Context: an optimization exercise on an open-source flow, tuned for small area, a short achievable clock period and few clock cycles per item. The choices shown serve that exercise and are no tape-out recipe.
The RTL was checked by simulation tests, not by an equivalence proof against the original design.
Power is estimated from default activity; no workload was simulated.

## flow/design.v (module list and top-level ports; edited modules follow where they fit)
// module mult32x32_arith: 1861 lines
// module mult32x32_fa: 7 lines
// module mult32x32_ha: 7 lines
// module mult32x32_fsm: 8 lines
// module mult32x32: 20 lines
module mult32x32 (
    input logic clk,             
    input logic reset,           
    input logic start,           
    input logic [31:0] a,        
    input logic [31:0] b,        
    output logic busy,           
    output logic [63:0] product  
);
  // ...
==> flow/flow/run.sh <==
#!/bin/bash
# Standard ORFS layout, with a plain buffer on each port and a tighter
# setup target for repair_timing.
set -euo pipefail
export BUFFER_PORTS_ARGS="-buffer_cell sky130_fd_sc_hd__buf_2"
export SETUP_SLACK_MARGIN=5.5
bash standard.sh > standard.log 2>&1
==> flow/standard.sh <==
#!/bin/bash
# synth_recipe.tcl (not shown) runs the flow's synth.tcl, then flattens the netlist and writes it again
# the make line also repeats each setting of config.mk as NAME=value (left out here)
make -C /OpenROAD-flow-scripts/flow DESIGN_CONFIG=/design/flow/config.mk WORK_HOME=/design/flow/orfs CLKGATE_MAP_FILE= SYNTH_SCRIPT=/design/flow/synth_recipe.tcl "${@:-finish}"
==> flow/config.mk <==
export PLATFORM = sky130hd
export DESIGN_NAME = mult32x32
export DESIGN_NICKNAME = mult32x32
export VERILOG_FILES = /design/flow/design.v
export SDC_FILE = /design/flow/constraint.sdc
export NUM_CORES = 4
export LEC_CHECK = 0
export CAP_MARGIN = 20
export CORE_MARGIN = 2
export CORE_UTILIZATION = 40
export CTS_CLUSTER_DIAMETER = 100
export CTS_CLUSTER_SIZE = 40
export SLEW_MARGIN = 20
export SYNTH_HIERARCHICAL = 1
export SYNTH_MINIMUM_KEEP_SIZE = 0
==> flow/constraint.sdc <==
create_clock -name core_clock -period 12.0 [get_ports {clk}]
set_input_delay 2.4000 -clock core_clock [delete_from_list [all_inputs] [get_ports {clk}]]
set_output_delay 2.4000 -clock core_clock [all_outputs]
set_load 0.01 [all_outputs]
==> results.rst, run 1 <==
.. list-table::
   :header-rows: 1

   * - Metric
     - Value
   * - Kind of start point of the critical path
     - input port
   * - Final number of hold-violating endpoints
     - 0
   * - Clock sink count
     - 128
   * - Finished Core Util
     - 0.449
   * - # Max-Cap Violations
     - 0
   * - Capturing point of the worst reg2reg path
     - arith.valid
   * - Area of the die
     - 71900 um2
   * - Cell type of the slowest stage on the worst timing path
     - sky130_fd_sc_hd__fa_1
   * - Register name with the most flops
     - arith.sum_q
   * - Post-synthesis cell area
     - 27900 um2
   * - GR Layer Usage met3
     - 0.0779
   * - Post-synth cell types
     - 75
   * - Critical Path Sink Type
     - flop
   * - Post-synthesis share of cell area spent on xor and xnor gates
     - 0.166
   * - Layout clock buffers
     - 18
   * - Leading cell types by total area after synthesis
     - sky130_fd_sc_hd__fa_1, sky130_fd_sc_hd__xnor2_1, sky130_fd_sc_hd__edfxtp_1
   * - Reported leakage power
     - 11.6 nW
   * - Seq/total area
     - 0.124
   * - Status
     - no timing/DRC/antenna violations
   * - Number of buffers inserted by port buffering
     - 130
   * - Footprint of the flip-flops and latches
     - 3840 um2
   * - Hold worst-path end
     - arith.valid
   * - RSZ-0062 raised after global routing
     - yes
   * - Multi-input combinational cell area
     - 23200 um2
   * - P_sw
     - 5.22 mW
   * - Post-synthesis mux area share
     - 0.0104
   * - Cell repeated most along the worst path
     - sky130_fd_sc_hd__fa_1
   * - Critical path depth
     - 13
   * - Worst hold stages
     - 2
   * - Dpl hpwl
     - 76300 um
   * - Overall power consumption
     - 10.1 mW
   * - Largest Pwr Group
     - combinational cells
Testbench counts, summed over its fixed seeds: cycles 3,200, items 3,200.
==> run 2: changes to the inputs <==
--- a/flow/config.mk
+++ b/flow/config.mk
@@ -6,9 +6,8 @@
 export NUM_CORES = 4
 export LEC_CHECK = 0
+export ABC_CLOCK_PERIOD_IN_PS = 2000
 export CAP_MARGIN = 20
 export CORE_MARGIN = 2
 export CORE_UTILIZATION = 40
-export CTS_CLUSTER_DIAMETER = 100
-export CTS_CLUSTER_SIZE = 40
 export SLEW_MARGIN = 20
 export SYNTH_HIERARCHICAL = 1
==> run 2 against run 1 <==
  * Critical path depth unchanged
  * Clock skew did not move
  * Hold slack unchanged
  * Sequential power hardly changed
  * Utilization stayed put
  * Fmax unchanged
  * Non-clock buffer count unchanged
  * First-iteration DRC count did not move
  * Global-route usage is the same
  * Critical path type unchanged
  * Highest routed layer unchanged
  * Wire length is the same
  * Worst setup slack is the same
  * Combinational power about the same
==> results.rst, run 2 <==
.. list-table::
   :header-rows: 1

   * - Metric
     - Value
   * - Status
     - no timing/DRC/antenna violations
   * - Post-Route Setup TNS
     - 0 ns
   * - Design area
     - 30900 um2
   * - Post-Route Skew
     - 0 ns
   * - Global-route wire length before repair
     - 153000 um
   * - Synthesis-to-layout area growth
     - 10.7%
   * - Post-synthesis cell type with the largest combined area
     - sky130_fd_sc_hd__fa_1
   * - Pwr per Cell Area
     - 326 nW/um2
   * - Ratio of cells with drive above 1 in the final layout
     - 0.134
   * - Area share of the leading cell type in the synthesized netlist
     - 0.336
   * - RSZ-0062 raised after global routing
     - yes
   * - Post-synth top cells
     - sky130_fd_sc_hd__xnor2_1, sky130_fd_sc_hd__o22ai_1, sky130_fd_sc_hd__fa_1, sky130_fd_sc_hd__clkbuf_1, sky130_fd_sc_hd__ha_1
   * - Number of storage elements in the synthesis netlist
     - 128
   * - Number of vias in the routed layout
     - 23636
   * - Maximum cell stage delay along the critical path
     - 0.58 ns
   * - Proportion of register bits with asynchronous set or reset after synthesis
     - 0.00781
   * - Non-filler cells, final
     - 3719
   * - # Max-Cap Violations
     - 0 (unchanged)
   * - Post-synthesis cell count
     - 2772
   * - Number of buffers inserted by port buffering
     - 130 (unchanged)
   * - Area of the die
     - 71900 um2 (unchanged)
   * - Detailed Route WL
     - 105000 um
   * - Post-synthesis average cell area
     - 10.1 um2
   * - Final net count
     - 3438
   * - Kind of start point of the critical path
     - input port
   * - Routed WL per cell
     - 28.2 um
   * - Family with the most delay on the worst path
     - adder cells
   * - Finished Core Util
     - 0.449 (unchanged)
   * - Horizontal die dimension
     - 268 um
   * - Number of DRC markers in iteration 0
     - 2533
   * - Number of nets in the synthesized netlist
     - 3438
   * - Cell Count Post-Placement
     - 3641
   * - Later-pin clock latency in the skew report
     - 0.44 ns
   * - Clock Pin Slew Worst Setup and Hold Paths
     - 0.07 ns
   * - Number of placed I/O pins
     - 132
   * - Post-synthesis cell area
     - 27900 um2 (unchanged)
   * - Critical path arrival
     - 6.66 ns
   * - Class of the most critical setup path
     - input port to flop
   * - Via density per instance
     - 6.36
   * - Max-Slew Margin vs Limit
     - 0.349
   * - Reported leakage power
     - 11.6 nW (unchanged)
   * - Vias in the first global route
     - 23836
   * - Detailed-routing iteration count for the pre-antenna-repair pass
     - 6
   * - CTS tree
     - done
   * - Commonest non-fill, non-tap cell in the layout
     - sky130_fd_sc_hd__xnor2_1
   * - Post-synth top flop
     - sky130_fd_sc_hd__edfxtp_1
   * - Number of enable-type register cells in the synthesized netlist
     - 127
   * - Portion of the post-synthesis area used by sequential elements
     - 0.137
   * - Count of warnings emitted by yosys
     - 7
   * - Most frequent cells in the layout
     - sky130_fd_sc_hd__xnor2_1, sky130_fd_sc_hd__o22ai_1, sky130_fd_sc_hd__fa_1
   * - Final-report setup violation count
     - 0
   * - Effective utilization at floorplan
     - 0.406
   * - Overall Global Routing Usage
     - 0.288
   * - Cell chosen for the clock root
     - sky130_fd_sc_hd__clkbuf_16
   * - Min-Delay Path Class
     - flop to flop
   * - Number of levels in the clock H-tree
     - 4
   * - CP Data Required Time
     - 12.18 ns
   * - Maximum fanout along the worst path
     - 8
   * - Antenna violations before repair
     - 7
   * - Post-synth cell types
     - 75 (unchanged)
   * - Clock buffer count from CTS
     - 17
   * - Final number of hold-violating endpoints
     - 0 (unchanged)
   * - # fillers
     - 6450
   * - Largest registers
     - arith.sum_q x64, arith.carry_q x63, arith.valid x1
   * - Pin count of the biggest net entering global routing
     - 75
   * - Maximum buffer depth of the clock tree
     - 2
   * - Dpl hpwl
     - 76300 um (unchanged)
   * - Routed Antenna Nets
     - 0
   * - Dominant cell by count in the synthesized netlist
     - sky130_fd_sc_hd__xnor2_1
   * - Critical Path Sink Type
     - flop
   * - Worst voltage drop across the vdd grid
     - 0.246 mV
   * - Total global routing overflow
     - 0
   * - Cell repeated most along the worst path
     - sky130_fd_sc_hd__fa_1
   * - Final Slew Violations
     - 0
   * - Footprint of the flip-flops and latches
     - 3840 um2 (unchanged)
   * - Core area
     - 68800 um2
   * - Transition at the pin with the smallest max-transition slack
     - 0.977 ns
   * - Leading cell types by total area after synthesis
     - sky130_fd_sc_hd__fa_1, sky130_fd_sc_hd__xnor2_1, sky130_fd_sc_hd__edfxtp_1
   * - Clock sink count
     - 128 (unchanged)
   * - Final routed DRC violation total
     - 0
   * - Highest achievable clock rate
     - 0.155 GHz
   * - Placed standard-cell area
     - 29300 um2
   * - Post-layout min period
     - 6.47 ns
   * - Period utilisation layout
     - 0.539
   * - Weighted congestion at the end of routability-driven global placement
     - 0.966
   * - Vert. Die Dim
     - 268 um
   * - Row cnt
     - 96
   * - Cell type of the slowest stage on the worst timing path
     - sky130_fd_sc_hd__fa_1
   * - Register name with the most flops
     - arith.sum_q
   * - Cell-by-cell trace of the critical path
     - buf_2 -> ha_1 -> nand2b_4 -> inv_4 -> buf_12 -> xnor2_1 -> o22ai_2 -> fa_1 -> fa_1 -> fa_1 -> fa_1 -> fa_1 -> fa_1
   * - Buffer and inverter count on the worst path
     - 3
   * - Number of flip-flops in the largest register
     - 64
   * - Multi-input combinational cell area
     - 23200 um2 (unchanged)
[run 2: cell counts in the layout (fill, tap and decap cells not counted)]
No cell type changed its count.
[run 2: routing by layer]
metal,vias up,global-route usage,wire length (um)
li1,9918,-,-
met1,11858,0.388,42000
met2,1555,0.436,45300
met3,295,0.0779,12100
met4,10,0.126,5450
met5,-,0,84
[run 2: Yosys stat by module, one instance, submodules excluded, excerpt]
module | cells | copies in the design
mult32x32_fsm | 3 | 1
mult32x32_fa | 1 | 469
mult32x32_arith | 2259 | 1
mult32x32_ha | 1 | 41
[run 2: where the power goes]
part	switching (mW)	total (mW)	internal, mW	leakage, nW
Clock	0.225	0.522	0.297	0.280
Sequential	0.137	1.31	1.17	1.25
Combinational	4.86	8.24	3.38	10.0
[run 2: cells by family after synthesis]
group / count (synthesis) / share of synthesized area
other: 1 / 0.000134
AO/OA/AOI/OAI: 792 / 0.182
adder cells (fa/ha/maj): 599 / 0.394
multiplexers: 29 / 0.0104
flip-flops: 128 / 0.137
buffers and inverters: 315 / 0.0431
XOR/XNOR: 529 / 0.166
AND/OR/NAND/NOR: 379 / 0.0666
[run 2: layout make-up]
| type | instances | share of cell area |
|---|---|---|
| inverters | 69 | 0.0109 |
| clock inverters | 14 | 0.00478 |
| repair buffers | 224 | 0.0565 |
| flip-flops and latches | 128 | 0.124 |
| multi-input cells | 2329 | 0.751 |
| diodes | 3 | 0.000243 |
| repair inverters | 3 | 0.000729 |
| well taps | 931 | 0.0377 |
| clock buffers | 18 | 0.0142 |
[run 2: stage by stage]
stage          worst slack [ns]  hold WS, ns  total power [mW]
2_1_floorplan              5.47        0.800              6.42
3_3_place_gp               4.39        0.826              9.12
3_5_place_dp               4.29        0.826              9.35
4_1_cts                    5.47        0.841              9.94
5_1_grt                    5.44        0.869              11.0
6_report                   5.53        0.837              10.1
[run 2: tightest hold or removal path: stages (launching register included)]
cell                      delay [ns]
sky130_fd_sc_hd__dfrtp_1        0.32
sky130_fd_sc_hd__buf_4          0.31
sky130_fd_sc_hd__or2_2          0.17
[run 2: timing repair]
item	in CTS	in global routing
setup endpoints to repair	64	35
resized for setup	64	61
setup buffers	12	19
hold buffers	0	0
gates cloned	7	5
pin swaps	0	8
[run 2: path summary, 6_finish.rpt]
kind / start / endpoint / slack (ns) / depth (start not counted)
max: b[3] / arith.carry_q[32] / 5.53 / 13
min: arith.valid / arith.valid / 0.84 / 2
max reg2reg: arith.valid / arith.valid / 10.97 / 2
min reg2reg: arith.valid / arith.valid / 0.84 / 2
max in group asynchronous: reset / arith.valid / 10.13 / 2
min in group asynchronous: reset / arith.valid / 1.78 / 2
==> run 3: changes to the inputs <==
--- a/flow/config.mk
+++ b/flow/config.mk
@@ -6,5 +6,4 @@
 export NUM_CORES = 4
 export LEC_CHECK = 0
-export ABC_CLOCK_PERIOD_IN_PS = 2000
 export CAP_MARGIN = 20
 export CORE_MARGIN = 2
==> run 3 against run 2 <==
  * Clock power is essentially flat
  * Wire length is the same
  * Sequential cell count is the same
  * Utilization is the same
  * Still clean
==> results.rst, run 3 <==
.. list-table::
   :header-rows: 1

   * - Metric
     - Value
   * - Status
     - no timing/DRC/antenna violations
   * - Number of enable-type register cells in the synthesized netlist
     - 127 (unchanged)
   * - Period utilisation layout
     - 0.539 (unchanged)
   * - Non-filler cells, final
     - 3719 (unchanged)
   * - Clock sink count
     - 128 (unchanged)
   * - Multi-input combinational cell area
     - 23200 um2 (unchanged)
   * - Number of DRC markers in iteration 0
     - 2533 (unchanged)
   * - Number of placed I/O pins
     - 132 (unchanged)
   * - Area of the die
     - 71900 um2 (unchanged)
   * - Dpl hpwl
     - 76300 um (unchanged)
   * - Transition at the pin with the smallest max-transition slack
     - 0.977 ns (unchanged)
   * - Final-report setup violation count
     - 0 (unchanged)
   * - Register name with the most flops
     - arith.sum_q
   * - Clock Pin Slew Worst Setup and Hold Paths
     - 0.07 ns (about the same)
   * - Proportion of register bits with asynchronous set or reset after synthesis
     - 0.00781 (unchanged)
   * - Routed length on met3
     - 12100 um (unchanged)
   * - Largest registers
     - arith.sum_q x64, arith.carry_q x63, arith.valid x1
   * - Design area
     - 30900 um2 (unchanged)
   * - Detailed Route WL
     - 105000 um (unchanged)
   * - Worst hold stages
     - 2 (unchanged)
   * - Post-synthesis cell area
     - 27900 um2 (unchanged)
   * - Critical Path Sink Type
     - flop
   * - Worst Reg-to-Reg Cells
     - 2 (unchanged)
   * - Effective utilization at floorplan
     - 0.406 (unchanged)
   * - Post-Route Setup TNS
     - 0 ns (unchanged)
   * - Post-synth cell types
     - 75 (unchanged)
   * - Post-synth top flop
     - sky130_fd_sc_hd__edfxtp_1
   * - Global-route wire length before repair
     - 153000 um (unchanged)
   * - Worst slack, placed
     - 4.29 ns (unchanged)
   * - Worst voltage drop across the vdd grid
     - 0.246 mV (unchanged)
   * - Kind of start point of the critical path
     - input port
   * - Final number of hold-violating endpoints
     - 0 (unchanged)
   * - Row cnt
     - 96 (unchanged)
   * - Portion of the post-synthesis area used by sequential elements
     - 0.137 (unchanged)
   * - Commonest non-fill, non-tap cell in the layout
     - sky130_fd_sc_hd__xnor2_1
   * - Final Slew Violations
     - 0 (unchanged)
   * - Placed standard-cell area
     - 29300 um2 (unchanged)
   * - Area share of the leading cell type in the synthesized netlist
     - 0.336 (unchanged)
   * - Post-synthesis average cell area
     - 10.1 um2 (unchanged)
   * - Detailed-routing iteration count for the pre-antenna-repair pass
     - 6 (unchanged)
   * - Class of the most critical setup path
     - input port to flop
   * - Routed Antenna Nets
     - 0 (unchanged)
   * - Later-pin clock latency in the skew report
     - 0.44 ns (about the same)
   * - Cell chosen for the clock root
     - sky130_fd_sc_hd__clkbuf_16
   * - Via density per instance
     - 6.36 (unchanged)
   * - # fillers
     - 6450 (unchanged)
   * - Critical path arrival
     - 6.66 ns (about the same)
   * - Final routed DRC violation total
     - 0 (unchanged)
   * - Pwr per Cell Area
     - 326 nW/um2 (unchanged)
   * - Total global routing overflow
     - 0 (unchanged)
   * - Reported leakage power
     - 11.6 nW (unchanged)
   * - Clock buffer count from CTS
     - 17 (unchanged)
   * - Vias in the first global route
     - 23836 (unchanged)
   * - Vert. Die Dim
     - 268 um (unchanged)
   * - Met1 WL
     - 42000 um (unchanged)
   * - Maximum buffer depth of the clock tree
     - 2 (unchanged)
   * - Dominant cell by count in the synthesized netlist
     - sky130_fd_sc_hd__xnor2_1
   * - Antenna violations before repair
     - 7 (unchanged)
   * - Number of buffers inserted by port buffering
     - 130 (unchanged)
   * - Weighted congestion at the end of routability-driven global placement
     - 0.966 (unchanged)
   * - Leading cell types by total area after synthesis
     - sky130_fd_sc_hd__fa_1, sky130_fd_sc_hd__xnor2_1, sky130_fd_sc_hd__edfxtp_1
   * - Post-Route Skew
     - 0 ns (unchanged)
   * - Final worst-path setup slack
     - 5.53 ns (unchanged)
   * - Post-synth top cells
     - sky130_fd_sc_hd__xnor2_1, sky130_fd_sc_hd__o22ai_1, sky130_fd_sc_hd__fa_1, sky130_fd_sc_hd__clkbuf_1, sky130_fd_sc_hd__ha_1
   * - Number of nets in the synthesized netlist
     - 3438 (unchanged)
   * - CP Data Required Time
     - 12.18 ns (about the same)
   * - Synthesis-to-layout area growth
     - 10.7% (unchanged)
   * - Post-layout min period
     - 6.47 ns (unchanged)
   * - Core area
     - 68800 um2 (unchanged)
   * - Number of hold-repair buffers added at the cts stage
     - 0 (unchanged)
   * - CTS tree
     - done
   * - Min-Delay Path Class
     - flop to flop
   * - Routed WL per cell
     - 28.2 um (unchanged)
   * - Overall power consumption
     - 10.1 mW (unchanged)
   * - Post-synthesis cell type with the largest combined area
     - sky130_fd_sc_hd__fa_1
   * - Pin count of the biggest net entering global routing
     - 75 (unchanged)
   * - Number of vias in the routed layout
     - 23636 (unchanged)
   * - Final net count
     - 3438 (unchanged)
   * - Count of warnings emitted by yosys
     - 7 (unchanged)
   * - DR top layer
     - met5
   * - Number of storage elements in the synthesis netlist
     - 128 (unchanged)
   * - Max-Slew Margin vs Limit
     - 0.349 (unchanged)
   * - Post-synthesis cell count
     - 2772 (unchanged)
   * - # Max-Cap Violations
     - 0 (unchanged)
   * - RSZ-0062 raised after global routing
     - yes
   * - Number of levels in the clock H-tree
     - 4 (unchanged)
   * - Maximum fanout along the worst path
     - 8 (unchanged)
   * - Number of flip-flops in the largest register
     - 64 (unchanged)
   * - Overall Global Routing Usage
     - 0.288 (unchanged)
   * - Met2 layer wire length in the routed design
     - 45300 um (unchanged)
   * - Horizontal die dimension
     - 268 um (unchanged)
   * - Footprint of the flip-flops and latches
     - 3840 um2 (unchanged)
   * - Most frequent cells in the layout
     - sky130_fd_sc_hd__xnor2_1, sky130_fd_sc_hd__o22ai_1, sky130_fd_sc_hd__fa_1
   * - Ratio of cells with drive above 1 in the final layout
     - 0.134 (unchanged)
   * - Cell Count Post-Placement
     - 3641 (unchanged)
   * - Highest achievable clock rate
     - 0.155 GHz (unchanged)
==> run 3: timing repair <==
item	4_1_cts	5_1_grt
pin swaps	0	8
cloned	7	5
setup endpoints to repair	64	35
gates resized for setup	64	61
buffers inserted	12	19
==> run 3: critical path, stage by stage <==
cell and delay (ns):
sky130_fd_sc_hd__buf_2 0.22, sky130_fd_sc_hd__ha_1 0.18, sky130_fd_sc_hd__nand2b_4 0.22, sky130_fd_sc_hd__inv_4 0.09, sky130_fd_sc_hd__buf_12 0.16, sky130_fd_sc_hd__xnor2_1 0.28, sky130_fd_sc_hd__o22ai_2 0.13, sky130_fd_sc_hd__fa_1 0.52
sky130_fd_sc_hd__fa_1 0.58, sky130_fd_sc_hd__fa_1 0.45, sky130_fd_sc_hd__fa_1 0.44, sky130_fd_sc_hd__fa_1 0.55, sky130_fd_sc_hd__fa_1 0.42
==> run 3: layout make-up <==
cell class	instances	area share
timing repair buffer	224	0.0565
inverter	69	0.0109
timing repair inverter	3	0.000729
clock buffer	18	0.0142
sequential	128	0.124
tap	931	0.0377
clock inverter	14	0.00478
antenna	3	0.000243
multi-input combinational	2329	0.751
==> run 3: metal layers <==
layer	GRT usage	up-vias
met2	0.436	1555
met4	0.126	10
li1	-	9918
met3	0.0779	295
met1	0.388	11858
met5	0	-
==> run 3: final timing paths <==
check                      slack [ns]                 to   startpoint
max reg2reg                     10.97        arith.valid  arith.valid
min                              0.84        arith.valid  arith.valid
max in group asynchronous       10.13        arith.valid        reset
min in group asynchronous        1.78        arith.valid        reset
max                              5.53  arith.carry_q[32]         b[3]
min reg2reg                      0.84        arith.valid  arith.valid
==> run 3: modules after synthesis (local to each module, per instance), a selection <==
module           area [um2]  times used  cells inside  flip-flops and latches
mult32x32_ha           12.5          41             1                       0
mult32x32_fa           20.0         469             1                       0
mult32x32_fsm          18.8           1             3                       0
mult32x32_arith       18000           1          2259                     128
==> run 3: through the flow <==
step / utilization / hold WS, ns
floorplan: - / 0.800
global placement: 0.425 / 0.826
finish: 0.449 / 0.837
global route: 0.449 / 0.869
detailed placement: 0.425 / 0.826
CTS: 0.441 / 0.841
==> run 3: logic make-up after synthesis <==
group	after synthesis	synth area share
compound gates	792	0.182
xor+xnor	529	0.166
fa+ha+maj	599	0.394
buf+inv	315	0.0431
flops	128	0.137
mux	29	0.0104
other cells	1	0.000134
simple gates	379	0.0666
==> run 3: report_power, final <==
group          leakage (nW)  switching, mW  total, mW  internal [mW]
Combinational          10.0           4.86       8.24           3.38
Sequential             1.25          0.137       1.31           1.17
Clock                 0.280          0.225      0.522          0.297
==> run 4: changes to the inputs <==
--- a/flow/config.mk
+++ b/flow/config.mk
@@ -8,5 +8,5 @@
 export CAP_MARGIN = 20
 export CORE_MARGIN = 2
-export CORE_UTILIZATION = 40
+export CORE_UTILIZATION = 50
 export SLEW_MARGIN = 20
 export SYNTH_HIERARCHICAL = 1
==> run 4 against run 3 <==
  * Still clean on timing, DRC and antenna
  * Register-to-register slack better by 0.04 ns
  * Final area down 0.15%
  * Clock-buffer cell count down 1
  * Utilization up 11 points
  * Critical endpoint is now arith.carry_q[43]
  * Largest power group unchanged
  * Highest routed layer unchanged
==> results.rst, run 4 <==
.. list-table::
   :header-rows: 1

   * - Metric
     - Value
   * - Overall power consumption
     - 10.3 mW (+2.3%)
   * - Final worst-path setup slack
     - 5.54 ns (+0.0150 ns)
   * - Reported leakage power
     - 11.6 nW (+0.63%)
   * - Status
     - no timing/DRC/antenna violations
   * - Ratio of cells with drive above 1 in the final layout
     - 0.141 (+0.00753)
   * - Dominant cell by count in the synthesized netlist
     - sky130_fd_sc_hd__xnor2_1
   * - Class of the most critical setup path
     - input port to flop
   * - Post-synthesis cell area
     - 27900 um2 (unchanged)
   * - Min-Delay Path Class
     - flop to flop
   * - Post-Route Setup TNS
     - 0 ns (unchanged)
   * - Vert. Die Dim
     - 240 um (-10%)
   * - Global-route wire length before repair
     - 151000 um (-1.7%)
   * - Via density per instance
     - 6.66 (+4.9%)
   * - Cell Count Post-Placement
     - 3456 (-5.1%)
   * - Number of vias in the routed layout
     - 23460 (-0.74%)
   * - Critical Path Sink Type
     - flop
   * - Number of DRC markers in iteration 0
     - 2700 (+6.6%)
   * - Non-filler cells, final
     - 3520 (-5.4%)
   * - Maximum fanout along the worst path
     - 20 (+12)
   * - Design area
     - 30900 um2 (-0.15%)
   * - Clock Pin Slew Worst Setup and Hold Paths
     - 0.06 ns (about the same)
   * - Max-Slew Margin vs Limit
     - 0.316 (-0.0329)
   * - Area of the die
     - 57800 um2 (-20%)
   * - Pin count of the biggest net entering global routing
     - 79 (+5.3%)
   * - Number of buffers inserted by port buffering
     - 130 (unchanged)
   * - Final routed DRC violation total
     - 0 (unchanged)
   * - Post-synth cell types
     - 75 (unchanged)
   * - Critical path arrival
     - 6.62 ns (-0.04 ns)
   * - Maximum buffer depth of the clock tree
     - 2 (unchanged)
   * - Dpl hpwl
     - 75300 um (-1.3%)
   * - Post-synthesis cell type with the largest combined area
     - sky130_fd_sc_hd__fa_1
   * - Kind of start point of the critical path
     - input port
   * - Period utilisation layout
     - 0.538 (-0.00125)
   * - Final Slew Violations
     - 0 (unchanged)
   * - CTS tree
     - done
   * - Highest achievable clock rate
     - 0.155 GHz (+0.23%)
   * - Final-report setup violation count
     - 0 (unchanged)
   * - # fillers
     - 4870 (-24%)
   * - Count of warnings emitted by yosys
     - 7 (unchanged)
   * - Final number of hold-violating endpoints
     - 0 (unchanged)
   * - Number of nets in the synthesized netlist
     - 3438 (unchanged)
   * - Total global routing overflow
     - 0 (unchanged)
   * - Antenna violations before repair
     - 4 (-3)
   * - Largest registers
     - arith.sum_q x64, arith.carry_q x63, arith.valid x1
   * - Most frequent cells in the layout
     - sky130_fd_sc_hd__xnor2_1, sky130_fd_sc_hd__o22ai_1, sky130_fd_sc_hd__fa_1
   * - Number of enable-type register cells in the synthesized netlist
     - 127 (unchanged)
   * - Transition at the pin with the smallest max-transition slack
     - 1.03 ns (+0.0494 ns)
   * - Clock buffer count from CTS
     - 17 (unchanged)
   * - Post-Route Skew
     - 0 ns (unchanged)
   * - Number of levels in the clock H-tree
     - 4 (unchanged)
   * - Post-synth top cells
     - sky130_fd_sc_hd__xnor2_1, sky130_fd_sc_hd__o22ai_1, sky130_fd_sc_hd__fa_1, sky130_fd_sc_hd__clkbuf_1, sky130_fd_sc_hd__ha_1
   * - Number of hold-repair buffers added at the cts stage
     - 0 (unchanged)
   * - CP Data Required Time
     - 12.16 ns (-0.02 ns)
   * - Register name with the most flops
     - arith.sum_q
   * - Portion of the post-synthesis area used by sequential elements
     - 0.137 (unchanged)
   * - Worst voltage drop across the vdd grid
     - 0.510 mV (+110%)
   * - Synthesis-to-layout area growth
     - 10.5%
   * - Post-synth top flop
     - sky130_fd_sc_hd__edfxtp_1
   * - Number of storage elements in the synthesis netlist
     - 128 (unchanged)
   * - Proportion of register bits with asynchronous set or reset after synthesis
     - 0.00781 (unchanged)
   * - Effective utilization at floorplan
     - 0.506 (+0.100)
   * - Pwr per Cell Area
     - 334 nW/um2 (+2.4%)
   * - # Max-Cap Violations
     - 0 (unchanged)
   * - Commonest non-fill, non-tap cell in the layout
     - sky130_fd_sc_hd__xnor2_1
   * - Clock sink count
     - 128 (unchanged)
   * - Area share of the leading cell type in the synthesized netlist
     - 0.336 (unchanged)
   * - Number of flip-flops in the largest register
     - 64 (unchanged)
   * - Final net count
     - 3425 (-0.38%)
   * - Leading cell types by total area after synthesis
     - sky130_fd_sc_hd__fa_1, sky130_fd_sc_hd__xnor2_1, sky130_fd_sc_hd__edfxtp_1
   * - Cell chosen for the clock root
     - sky130_fd_sc_hd__clkbuf_16
   * - Weighted congestion at the end of routability-driven global placement
     - 0.964 (-0.19%)
   * - Horizontal die dimension
     - 240 um (-10%)
   * - Detailed Route WL
     - 103000 um (-1.7%)
   * - Worst slack, placed
     - 4.29 ns (+0.000860 ns)
   * - Post-synthesis average cell area
     - 10.1 um2 (unchanged)
   * - Post-synthesis cell count
     - 2772 (unchanged)
   * - Vias in the first global route
     - 23514 (-1.4%)
   * - Detailed-routing iteration count for the pre-antenna-repair pass
     - 5 (-1)
   * - Placed standard-cell area
     - 29000 um2 (-0.83%)
   * - Post-layout min period
     - 6.46 ns (-0.0150 ns)
   * - Number of placed I/O pins
     - 132 (unchanged)
   * - Later-pin clock latency in the skew report
     - 0.45 ns (about the same)
   * - RSZ-0062 raised after global routing
     - yes
   * - Row cnt
     - 86 (-10%)
   * - Core area
     - 55200 um2 (-20%)
   * - Routed Antenna Nets
     - 0 (unchanged)
   * - Routed WL per cell
     - 29.3 um (+3.8%)
   * - Overall Global Routing Usage
     - 0.359 (+0.0707)
[run 4: cell counts after synthesis]
No cell type changed its count.
[run 4: where the power goes]
group,switching [mW],leakage [nW],internal [mW]
Combinational,4.98,10.1,3.46
Clock,0.205,0.297,0.345
Sequential,0.124,1.25,1.17
[run 4: worst paths after layout]
kind | from | slack (ns) | cells past startpoint | to
max | b[23] | 5.54 | 12 | arith.carry_q[43]
min | arith.valid | 0.76 | 2 | arith.valid
max reg2reg | arith.valid | 11.01 | 2 | arith.valid
min reg2reg | arith.valid | 0.76 | 2 | arith.valid
max in group asynchronous | reset | 10.14 | 2 | arith.valid
min in group asynchronous | reset | 1.77 | 2 | arith.valid
[run 4: layout make-up]
cell class                 count  area, um2  share of cell area
clock inverter                14        189             0.00612
antenna                        1       2.50           0.0000811
multi-input combinational   2329      23400               0.758
timing repair buffer         209       1600              0.0518
sequential                   128       3840               0.124
clock buffer                  17        425              0.0138
tap                          748        936              0.0303
inverter                      69        429              0.0139
timing repair inverter         5       43.8             0.00142
[run 4: kinds of logic after synthesis]
kind of cell | count (synthesis) | synth area share
multiplexers | 29 | 0.0104
AO/OA/AOI/OAI | 792 | 0.182
buffers and inverters | 315 | 0.0431
adder cells (fa/ha/maj) | 599 | 0.394
AND/OR/NAND/NOR | 379 | 0.0666
XOR/XNOR | 529 | 0.166
flip-flops | 128 | 0.137
other | 1 | 0.000134
[run 4: timing repair]
item / in CTS / in global routing
setup buffers: 8 / 12
endpoints found under the setup margin: 65 / 42
gates cloned: 7 / 5
pin swaps: 0 / 19
resized for setup: 102 / 76
[run 4: Yosys stat by module (local to each module, per instance), a selection]
module | times used | area [um2] | cells
mult32x32_ha | 41 | 12.5 | 1
mult32x32_fsm | 1 | 18.8 | 3
mult32x32_arith | 1 | 18000 | 2259
mult32x32_fa | 469 | 20.0 | 1
[run 4: through the flow]
stage,hold WS (ns),utilization
final,0.760,0.559
after global routing,0.810,0.559
after CTS,0.769,0.549
after detailed placement,0.756,0.526
after global placement,0.756,0.526
after floorplan,0.800,-
[run 4: per-layer routing]
metal	vias up	global-route usage	wire length [um]
met5	-	0	8
met4	2	0.156	4700
met3	269	0.110	13700
met2	1623	0.507	42900
met1	11680	0.507	41700
li1	9886	-	-
[run 4: critical path, stage by stage]
cell and delay (ns):
sky130_fd_sc_hd__buf_2 0.15, sky130_fd_sc_hd__ha_1 0.21, sky130_fd_sc_hd__nand2b_2 0.36, sky130_fd_sc_hd__inv_16 0.23
sky130_fd_sc_hd__buf_8 0.23, sky130_fd_sc_hd__xnor2_1 0.13, sky130_fd_sc_hd__o22ai_1 0.23, sky130_fd_sc_hd__fa_1 0.48
sky130_fd_sc_hd__fa_1 0.52, sky130_fd_sc_hd__fa_1 0.60, sky130_fd_sc_hd__fa_1 0.47, sky130_fd_sc_hd__fa_2 0.58

-- afterwards: timing with drivers on the ports --
The flow's constraints put no driver on any port. The routed layouts listed below were extracted and timed again, unchanged, in two steps. Step 1: set_driving_cell puts a clkbuf_16 on clk and a buf_2 on each other input, an assumption about the parent block. Step 2 times the ports against the registers' clock, not the clock port: input delays grow and output delays shrink by t, the midpoint of the rising clock arrivals with the driver on. Three values: ideal, step 1, step 2; two values: the first two.
run	t (ns)	setup slack, ns	hold slack, ns	latest minus earliest clock arrival (ns)	worst register clock-pin slew, ns
run 1	0.497	5.529 / 5.555 / 5.058	0.837 / 0.837 / 0.837	0.020 / 0.020	0.07 / 0.07
run 2	0.497	5.529 / 5.555 / 5.058	0.837 / 0.837 / 0.837	0.020 / 0.020	0.07 / 0.07
run 3	0.497	5.529 / 5.555 / 5.058	0.837 / 0.837 / 0.837	0.020 / 0.020	0.07 / 0.07
run 4	0.501	5.544 / 5.582 / 5.081	0.760 / 0.760 / 0.760	0.011 / 0.012	0.06 / 0.06
After both steps every run listed still meets setup and hold.
